Background: an optimization exercise with open tools, aiming at small area. Do not read the settings as production practice.
Where RTL was checked, it was by simulation tests only, not by an equivalence proof against the original.
No driver is modelled on the clock port, so clock power and skew are understated where the tree is cut down; a real chip needs a root buffer or a tree.
Power is estimated from default activity; no workload was simulated.

==> flow/design.v (excerpt) <==
module playFromFile(clk, rst, gpioBank1, gpioBank2, gpioBank3);
  input clk, rst;
  output[3:0] gpioBank1, gpioBank2, gpioBank3;
  reg [15:0] c_g4;
  wire end_g4 = c_g4[0] & c_g4[1] & c_g4[2] & c_g4[3] & c_g4[4] & ~c_g4[5] & c_g4[6] & c_g4[7] & ~c_g4[9] & ~c_g4[10] & ~c_g4[11] & c_g4[12] & ~c_g4[13] & c_g4[14] & ~c_g4[15];
  always @(posedge clk)
    if (rst | end_g4) c_g4 <= 16'd0;
    else c_g4 <= {~c_g4[14:0], c_g4[8] ^ c_g4[14] ^ c_g4[15]};
  reg [14:0] c_a;
  wire end_a = c_a[0] & ~c_a[1] & ~c_a[2] & c_a[3] & ~c_a[5] & ~c_a[6] & c_a[7] & ~c_a[8] & c_a[9] & c_a[10] & c_a[11] & ~c_a[12] & ~c_a[13] & c_a[14];
  wire win_a = ~c_a[1] & c_a[2] & ~c_a[3] & c_a[4] & ~c_a[5] & c_a[6] & ~c_a[7] & c_a[8] & ~c_a[9] & c_a[10] & ~c_a[11] & c_a[12] & ~c_a[13];    
  wire one_a = win_a & ~c_a[0];
  always @(posedge clk)
    if (rst | end_a) c_a <= 15'd21845;
    else c_a <= {~c_a[13:0], c_a[0] ^ c_a[14]};
  reg [15:0] c_b4;
  wire end_b4 = c_b4[1] & ~c_b4[2] & c_b4[3] & c_b4[4] & c_b4[5] & ~c_b4[7] & c_b4[8] & c_b4[9] & ~c_b4[10] & c_b4[11] & ~c_b4[12] & ~c_b4[13] & c_b4[14] & ~c_b4[15];
  always @(posedge clk)
    if (rst | end_b4) c_b4 <= 16'd0;
    else c_b4 <= {~c_b4[14:0], c_b4[6] ^ c_b4[15]};
  reg [15:0] c_c5;
  ...
clock: 20.0 ns
lec_check: 0
cap_margin: 20
core_margin: 2
core_utilization: 80
slew_margin: 20
standard.sh (not shown) runs the stock make flow with config.mk's settings and CLKGATE_MAP_FILE= SYNTH_SCRIPT=/design/flow/synth_recipe.tcl, a recipe that flattens the netlist after the stock synthesis.
==> flow/flow/run.sh <==
#!/bin/bash
# Standard ORFS layout (the standard.sh) with three changes:
#  - after the standard synthesis, its combinational logic is re-mapped for area by
#    flow/remap.tcl (registers untouched);
#  - a two-level clock tree built by flow/mycts.tcl in place of TritonCTS;
#  - buf_1 cells as the port buffers.
set -o pipefail
export PRE_CTS_TCL=$PWD/flow/cts_hook.tcl
export MYCTS_NET=clk MYCTS_MAX=16 MYCTS_LEAF=sky130_fd_sc_hd__clkbuf_8 MYCTS_ROOT=sky130_fd_sc_hd__clkbuf_2
export BUFFER_PORTS_ARGS="-buffer_cell sky130_fd_sc_hd__buf_1"
bash standard.sh synth > standard_synth.log 2>&1 || exit 1
R=$PWD/orfs/results/$FLOW_PLATFORM/playFromFile/base
cp $R/1_2_yosys.v $PWD/standard_1_2_yosys.v
export REMAP_IN=$PWD/standard_1_2_yosys.v REMAP_OUT=$R/1_2_yosys.v
export REMAP_LIB=$FLOW_HOME/platforms/$FLOW_PLATFORM/lib/sky130_fd_sc_hd__tt_025C_1v80.lib
export REMAP_SCRIPT=$PWD/flow/remap_abc.script
export REMAP_DONT_USE="$(sed -n '/DONT_USE_CELLS *+=/,/^$/p' $FLOW_HOME/platforms/$FLOW_PLATFORM/config.mk | grep -oE 'sky130_fd_sc_hd__[a-z0-9_]+' | tr '\n' ' ')"
YOSYS=$(command -v yosys || echo $FLOW_HOME/../tools/install/yosys/bin/yosys)
$YOSYS -c flow/remap.tcl > remap_yosys.log 2>&1 || exit 1
rm -f $R/1_synth.odb $R/1_synth.sdc
bash standard.sh > standard_run.log 2>&1
==> flow/flow/mycts.tcl <==
# Clock tree built by hand: the register clock pins are split by recursive
# bisection into ceil(sinks / $::env(MYCTS_MAX)) clusters of near-equal size; each cluster gets one leaf
# buffer at its centroid, and one root buffer at the centroid of the leaves drives them.
proc mycts_split {items k} {
  if {$k <= 1} { return [list $items] }
  set xs {}; set ys {}
  foreach it $items { lappend xs [lindex $it 1]; lappend ys [lindex $it 2] }
  set dx [expr {[tcl::mathfunc::max {*}$xs] - [tcl::mathfunc::min {*}$xs]}]
  set dy [expr {[tcl::mathfunc::max {*}$ys] - [tcl::mathfunc::min {*}$ys]}]
  set ix [expr {$dx >= $dy ? 1 : 2}]
  set s [lsort -real -index $ix $items]
  set k1 [expr {$k / 2}]
  set h [expr {([llength $s] * $k1 + $k / 2) / $k}]
  return [concat [mycts_split [lrange $s 0 [expr {$h-1}]] $k1] [mycts_split [lrange $s $h end] [expr {$k - $k1}]]]
}
proc mycts {} {
  set db [ord::get_db]
  set block [ord::get_db_block]
  set clk [$block findNet $::env(MYCTS_NET)]
  set leafm [$db findMaster $::env(MYCTS_LEAF)]
  set rootm [$db findMaster $::env(MYCTS_ROOT)]
  set items {}
  foreach it [$clk getITerms] {
    set inst [$it getInst]
    set bb [$inst getBBox]
    lappend items [list $it [expr {([$bb xMin]+[$bb xMax])/2}] [expr {([$bb yMin]+[$bb yMax])/2}]]
  }
  set clusters [mycts_split $items [expr {int(ceil([llength $items] / double($::env(MYCTS_MAX))))}]]
  set rootnet [odb::dbNet_create $block "clknet_root"]
  $rootnet setSigType CLOCK
  set root [odb::dbInst_create $block $rootm "clkbuf_root"]
  set i 0; set sx 0; set sy 0
  foreach c $clusters {
    set net [odb::dbNet_create $block "clknet_leaf_$i"]
    $net setSigType CLOCK
    set buf [odb::dbInst_create $block $leafm "clkbuf_leaf_$i"]
    set x 0; set y 0
    foreach it $c {
      set x [expr {$x + [lindex $it 1]}]; set y [expr {$y + [lindex $it 2]}]
      set iterm [lindex $it 0]
      $iterm disconnect
      $iterm connect $net
    }
    set x [expr {int($x / [llength $c])}]; set y [expr {int($y / [llength $c])}]
    $buf setLocation $x $y
    $buf setPlacementStatus PLACED
    [$buf findITerm A] connect $rootnet
    [$buf findITerm X] connect $net
    set sx [expr {$sx + $x}]; set sy [expr {$sy + $y}]
    puts "mycts: leaf $i [llength $c] sinks at $x $y"
    incr i
  }
  $root setLocation [expr {int($sx / $i)}] [expr {int($sy / $i)}]
  $root setPlacementStatus PLACED
  [$root findITerm A] connect $clk
  [$root findITerm X] connect $rootnet
}
==> flow/flow/remap.tcl <==
# Re-map the combinational logic of the standard synthesis netlist for area, keeping every
# register cell (instance name, cell type, connections) as the standard synthesis left it.
# Run by flow/run.sh as: yosys -c flow/remap.tcl (env: REMAP_IN, REMAP_OUT, REMAP_LIB,
# REMAP_DONT_USE, REMAP_SCRIPT).
yosys read_liberty -ignore_miss_func $::env(REMAP_LIB)
# sequential cells stay black boxes, so flatten below only dissolves the logic cells
yosys blackbox sky130_fd_sc_hd__df* sky130_fd_sc_hd__edf* sky130_fd_sc_hd__sdf* sky130_fd_sc_hd__sedf* sky130_fd_sc_hd__dl* sky130_fd_sc_hd__sdl*
yosys read_verilog $::env(REMAP_IN)
yosys hierarchy -top $::env(FLOW_TOP)
yosys stat -liberty $::env(REMAP_LIB)
yosys flatten
yosys rename -hide w:*.*
yosys rename -hide c:*.*
yosys opt -purge
set du {}
foreach c $::env(REMAP_DONT_USE) { lappend du -dont_use $c }
yosys abc -liberty $::env(REMAP_LIB) {*}$du -script $::env(REMAP_SCRIPT)
yosys opt_clean -purge
yosys stat -liberty $::env(REMAP_LIB)
yosys read_liberty -lib -overwrite $::env(REMAP_LIB)
yosys check -assert -mapped
yosys write_verilog -noattr -nohex -nodec $::env(REMAP_OUT)
==> flow/flow/remap_abc.script <==
&get -n
&st
&deepsyn -T 30
&dch -f
&nf -R 1000
&dch -f
&nf -R 1000
&put
topo
Other scripts of this flow, unchanged in this note and not shown: flow/flow/cts_hook.tcl
Change:
CORE_UTILIZATION = 60   (was 80)
Sequential cell count does not change.
Clock skew stays flat.
Final area increases by 0.64%.
Power hardly moves.
Setup slack improves by 0.053 ns.
Hold slack gains 0.0064 ns.
Sequential power stays flat.
Register-to-register slack gets better by 0.15 ns.
Cell count increases by 4.6%.
Wire length drops by 4.7%.
Maximum frequency rises by 0.83%.
Change:
--- a/flow/flow/run.sh
+++ b/flow/flow/run.sh
@@ -7,5 +7,5 @@
 set -o pipefail
 export PRE_CTS_TCL=$PWD/flow/cts_hook.tcl
-export MYCTS_NET=clk MYCTS_MAX=16 MYCTS_LEAF=sky130_fd_sc_hd__clkbuf_8 MYCTS_ROOT=sky130_fd_sc_hd__clkbuf_2
+export MYCTS_NET=clk MYCTS_MAX=15 MYCTS_LEAF=sky130_fd_sc_hd__clkbuf_8 MYCTS_ROOT=sky130_fd_sc_hd__clkbuf_8
 export BUFFER_PORTS_ARGS="-buffer_cell sky130_fd_sc_hd__buf_1"
 bash standard.sh synth > standard_synth.log 2>&1 || exit 1
==> flow/flow/remap_abc.script (replaced) <==
strash
dch -f
amap
topo
Power climbs by about 1.9%.
Worst setup slack got worse by 0.52 ns.
Via count climbs by about 9%.
First-iteration DRC count climbs by 25%.
Sequential share of layout area drops by 1.6 points.
Core utilization drops by 0.88 points.
Flip-flop and latch count is unchanged.
Cell area climbs by about 2.7%.
Change:
==> flow/flow/run.sh (replaced) <==
#!/bin/bash
# Standard ORFS layout (the standard.sh, standard synthesis unchanged) with two changes:
# a two-level clock tree built by flow/mycts.tcl in place of TritonCTS, and buf_1 cells
# as the port buffers.
set -o pipefail
export PRE_CTS_TCL=$PWD/flow/cts_hook.tcl
export MYCTS_NET=clk MYCTS_MAX=15 MYCTS_LEAF=sky130_fd_sc_hd__clkbuf_8 MYCTS_ROOT=sky130_fd_sc_hd__clkbuf_8
export BUFFER_PORTS_ARGS="-buffer_cell sky130_fd_sc_hd__buf_1"
bash standard.sh > standard_run.log 2>&1
removed: flow/flow/remap.tcl
removed: flow/flow/remap_abc.script
Effect: Worst setup slack is better by 0.41 ns; utilization fell by 0.29 points; die area grows by 2.7%; via count falls by 8.7%; flip-flop and latch count stays the same; total power barely changes; critical path depth is lower by 5; wire length shrinks by 8.0%; final cell count fell by 5.5%.
Change:
--- a/flow/flow/run.sh
+++ b/flow/flow/run.sh
@@ -5,5 +5,5 @@
 set -o pipefail
 export PRE_CTS_TCL=$PWD/flow/cts_hook.tcl
-export MYCTS_NET=clk MYCTS_MAX=15 MYCTS_LEAF=sky130_fd_sc_hd__clkbuf_8 MYCTS_ROOT=sky130_fd_sc_hd__clkbuf_8
+export MYCTS_NET=clk MYCTS_MAX=29 MYCTS_LEAF=sky130_fd_sc_hd__clkbuf_8 MYCTS_ROOT=sky130_fd_sc_hd__clkbuf_8
 export BUFFER_PORTS_ARGS="-buffer_cell sky130_fd_sc_hd__buf_1"
 bash standard.sh > standard_run.log 2>&1
--- a/flow/flow/mycts.tcl
+++ b/flow/flow/mycts.tcl
@@ -1,16 +1,15 @@
-# Clock tree built by hand: the register clock pins are split by recursive
-# bisection into ceil(sinks / $::env(MYCTS_MAX)) clusters of near-equal size; each cluster gets one leaf
+# Clock tree built by hand: the register clock pins are split by recursive median
+# bisection into clusters of at most $::env(MYCTS_MAX) sinks; each cluster gets one leaf
 # buffer at its centroid, and one root buffer at the centroid of the leaves drives them.
-proc mycts_split {items k} {
-  if {$k <= 1} { return [list $items] }
+proc mycts_split {items maxn} {
+  if {[llength $items] <= $maxn} { return [list $items] }
   set xs {}; set ys {}
   foreach it $items { lappend xs [lindex $it 1]; lappend ys [lindex $it 2] }
   set dx [expr {[tcl::mathfunc::max {*}$xs] - [tcl::mathfunc::min {*}$xs]}]
   set dy [expr {[tcl::mathfunc::max {*}$ys] - [tcl::mathfunc::min {*}$ys]}]
-  set ix [expr {$dx >= $dy ? 1 : 2}]
-  set s [lsort -real -index $ix $items]
-  set k1 [expr {$k / 2}]
-  set h [expr {([llength $s] * $k1 + $k / 2) / $k}]
-  return [concat [mycts_split [lrange $s 0 [expr {$h-1}]] $k1] [mycts_split [lrange $s $h end] [expr {$k - $k1}]]]
+  set k [expr {$dx >= $dy ? 1 : 2}]
+  set s [lsort -real -index $k $items]
+  set h [expr {[llength $s] / 2}]
+  return [concat [mycts_split [lrange $s 0 [expr {$h-1}]] $maxn] [mycts_split [lrange $s $h end] $maxn]]
 }
 proc mycts {} {
@@ -26,5 +25,5 @@
     lappend items [list $it [expr {([$bb xMin]+[$bb xMax])/2}] [expr {([$bb yMin]+[$bb yMax])/2}]]
   }
-  set clusters [mycts_split $items [expr {int(ceil([llength $items] / double($::env(MYCTS_MAX))))}]]
+  set clusters [mycts_split $items $::env(MYCTS_MAX)]
   set rootnet [odb::dbNet_create $block "clknet_root"]
   $rootnet setSigType CLOCK
Cell area goes down by 0.96%.
Setup slack gains 0.0041 ns.
Global-route usage goes down by 0.34 points.
Total power goes down by 3.7%.
Sequential cell count stays the same.
Die area is unchanged.
Wire length is about the same.
Fmax is about the same.
Register-to-register slack stays flat.
Critical path depth does not change.
In every run of this note, the design's own scripts or RTL, not TritonCTS, make the clock network.

* * *

== the reference run ==
Another version of the RTL of playFromFile (not shown whole).
For scale: roughly 540 cells after synthesis, roughly 170 flip-flops, roughly 14 I/O pins, ~5500 sq um of cells after synthesis.
Design playFromFile, start of the top module:
module playFromFile(clk, rst, gpioBank1, gpioBank2, gpioBank3);
==> flow/config.mk <==
export PLATFORM = sky130hd
export DESIGN_NAME = playFromFile
export DESIGN_NICKNAME = playFromFile
export VERILOG_FILES = /design/flow/design.v
export SDC_FILE = /design/flow/constraint.sdc
export NUM_CORES = 4
export LEC_CHECK = 0
export CAP_MARGIN = 20
export CORE_MARGIN = 2
export CORE_UTILIZATION = 40
export SLEW_MARGIN = 20
==> flow/constraint.sdc <==
create_clock -name core_clock -period 20.0 [get_ports {clk}]
set_input_delay 4.0000 -clock core_clock [delete_from_list [all_inputs] [get_ports {clk}]]
set_output_delay 4.0000 -clock core_clock [all_outputs]
set_load 0.01 [all_outputs]
==> flow/flow/run.sh <==
#!/bin/bash
# Standard ORFS layout (the standard.sh, standard synthesis unchanged) with two changes:
# clock tree synthesis without dummy loads, and buf_1 cells as the port buffers.
set -o pipefail
export CTS_ARGS="-sink_clustering_enable -repair_clock_nets -dont_use_dummy_load -buf_list sky130_fd_sc_hd__clkbuf_8"
export BUFFER_PORTS_ARGS="-buffer_cell sky130_fd_sc_hd__buf_1"
bash standard.sh > standard_run.log 2>&1
Input changes introduced in the trial run (baseline for comparison: the reference run):
diff --git a/flow/flow/run.sh b/flow/flow/run.sh
--- a/flow/flow/run.sh
+++ b/flow/flow/run.sh
@@ -5 +5 @@
-export CTS_ARGS="-sink_clustering_enable -repair_clock_nets -dont_use_dummy_load -buf_list sky130_fd_sc_hd__clkbuf_8"
+export CTS_ARGS="-sink_clustering_enable -repair_clock_nets -dont_use_dummy_load -buf_list sky130_fd_sc_hd__clkbuf_8 -sink_clustering_size 25 -sink_clustering_max_diameter 120"
--- outcome ---
The trial run finished end to end and its layout was clean on timing, DRC and antenna. Re area growth from synthesis to layout: no difference whatsoever between the trial run and the reference run. The reference run -> the trial run: area of all placed cells without fillers delta 0, exact match. As far as clock-buffer cell count goes, the trial run and the reference run are indistinguishable; the numbers are identical. The trial run vs. the reference run: max-slew violation total from the final report roughly the same, first-pass GRT wire length roughly the same, via count roughly the same.

* * *

## tundra
Another version of the RTL of playFromFile (not shown whole).
Size in the first run: about 570 cells after synthesis, about 0.0059 sq mm of cells after synthesis.
export LEC_CHECK = 0
export CAP_MARGIN = 20
export CORE_MARGIN = 2
export CORE_UTILIZATION = 40
export SLEW_MARGIN = 20
create_clock -name core_clock -period 20.0 [get_ports {clk}]
run.sh (not shown) runs the stock make flow with config.mk's settings and CLKGATE_MAP_FILE= SYNTH_SCRIPT=/design/flow/synth_recipe.tcl, a recipe that flattens the netlist after the stock synthesis.
Stock flow here: none of the scripts above is used.
The inputs of cedar differ from those of tundra as listed below.
- setting CTS_BUF_LIST to sky130_fd_sc_hd__clkbuf_8 for the first time
- setting CTS_CLUSTER_SIZE to 20 for the first time
Notes after the runs:
Relative contribution of the clock network to total power (lower): cedar
Non-clock buffering overhead in the final layout: tundra vs cedar — no meaningful difference
cedar and tundra ended up with nearly the same via count.
> inputs changed (cedar -> amber)
- CTS_CLUSTER_SIZE: 20 -> unset
==> flow/flow/run.sh (new file) <==
#!/bin/bash
# Standard ORFS layout (the standard.sh, standard synthesis unchanged) with two changes:
# clock tree synthesis without dummy loads, and buf_1 cells as the port buffers.
set -o pipefail
cp standard.sh standard_sh.log
export CTS_ARGS="-sink_clustering_enable -repair_clock_nets -dont_use_dummy_load"
export BUFFER_PORTS_ARGS="-buffer_cell sky130_fd_sc_hd__buf_1"
bash standard.sh > standard_run.log 2>&1
==> flow/standard.sh (new file) <==
#!/bin/bash
# synth_recipe.tcl (not shown) runs the flow's synth.tcl, then flattens the netlist and writes it again
# the make line also repeats each setting of config.mk as NAME=value (left out here)
make -C /OpenROAD-flow-scripts/flow DESIGN_CONFIG=/design/flow/config.mk WORK_HOME=/design/flow/orfs CLKGATE_MAP_FILE= SYNTH_SCRIPT=/design/flow/synth_recipe.tcl "${@:-finish}"
removed: flow/run.sh
- Via count delta (amber − cedar): favourable
- Lower global-route wire length before repair was reported by cedar, not amber.
- On overall power after layout: between cedar and amber, it ends up higher for amber.
- Compared with cedar, amber shows a number of clock buffers in the layout that is 2 lower.
Function was not checked in any run of this note: the RTL went through the layout flow alone.

-- what the ideal ports hide --
Ports are ideal in the flow. The routed layouts listed here were re-timed in OpenROAD. Step 1 sets driving cells, clkbuf_16 on the clock port and buf_2 on the other inputs (assumed; they add their load-dependent delay and slew). Step 2 moves the port delays by t, midway between the first and last clock arrival at a register: inputs arrive t later, outputs are due t later. That takes back most of the time a late clock gives input paths. Three values: ideal ports, drivers, drivers and shift; two values: the first two.
run	t (ns)	setup WS [ns]	worst hold slack (ns)	pins driven straight from the clock port
the first run of note 1	0.673	13.549 / 13.521 / 14.077	0.382 / 0.382 / 0.382	1
the second run of note 1	0.702	13.602 / 13.576 / 13.996	0.388 / 0.388 / 0.388	1
the third run of note 1	0.442	13.087 / 13.058 / 13.500	0.385 / 0.385 / 0.385	1
the fourth run of note 1	0.435	13.500 / 13.471 / 13.906	0.380 / 0.380 / 0.380	1
the fifth run of note 1	0.416	13.504 / 13.475 / 13.891	0.389 / 0.389 / 0.389	1
the reference run	0.446	13.486 / 13.453 / 13.899	0.371 / 0.371 / 0.371	1
the trial run	0.446	13.486 / 13.453 / 13.899	0.371 / 0.371 / 0.371	1
tundra	0.464	13.998 / 13.955 / 14.229	0.382 / 0.382 / 0.382	1
cedar	0.480	13.968 / 13.930 / 14.245	0.385 / 0.385 / 0.385	1
amber	0.461	14.471 / 14.431 / 14.167	0.377 / 0.377 / 0.377	1
After both steps every run listed still meets setup and hold. For amber, which loses most, drivers alone change the setup slack by -0.040 ns; drivers and shift together by -0.304 ns.
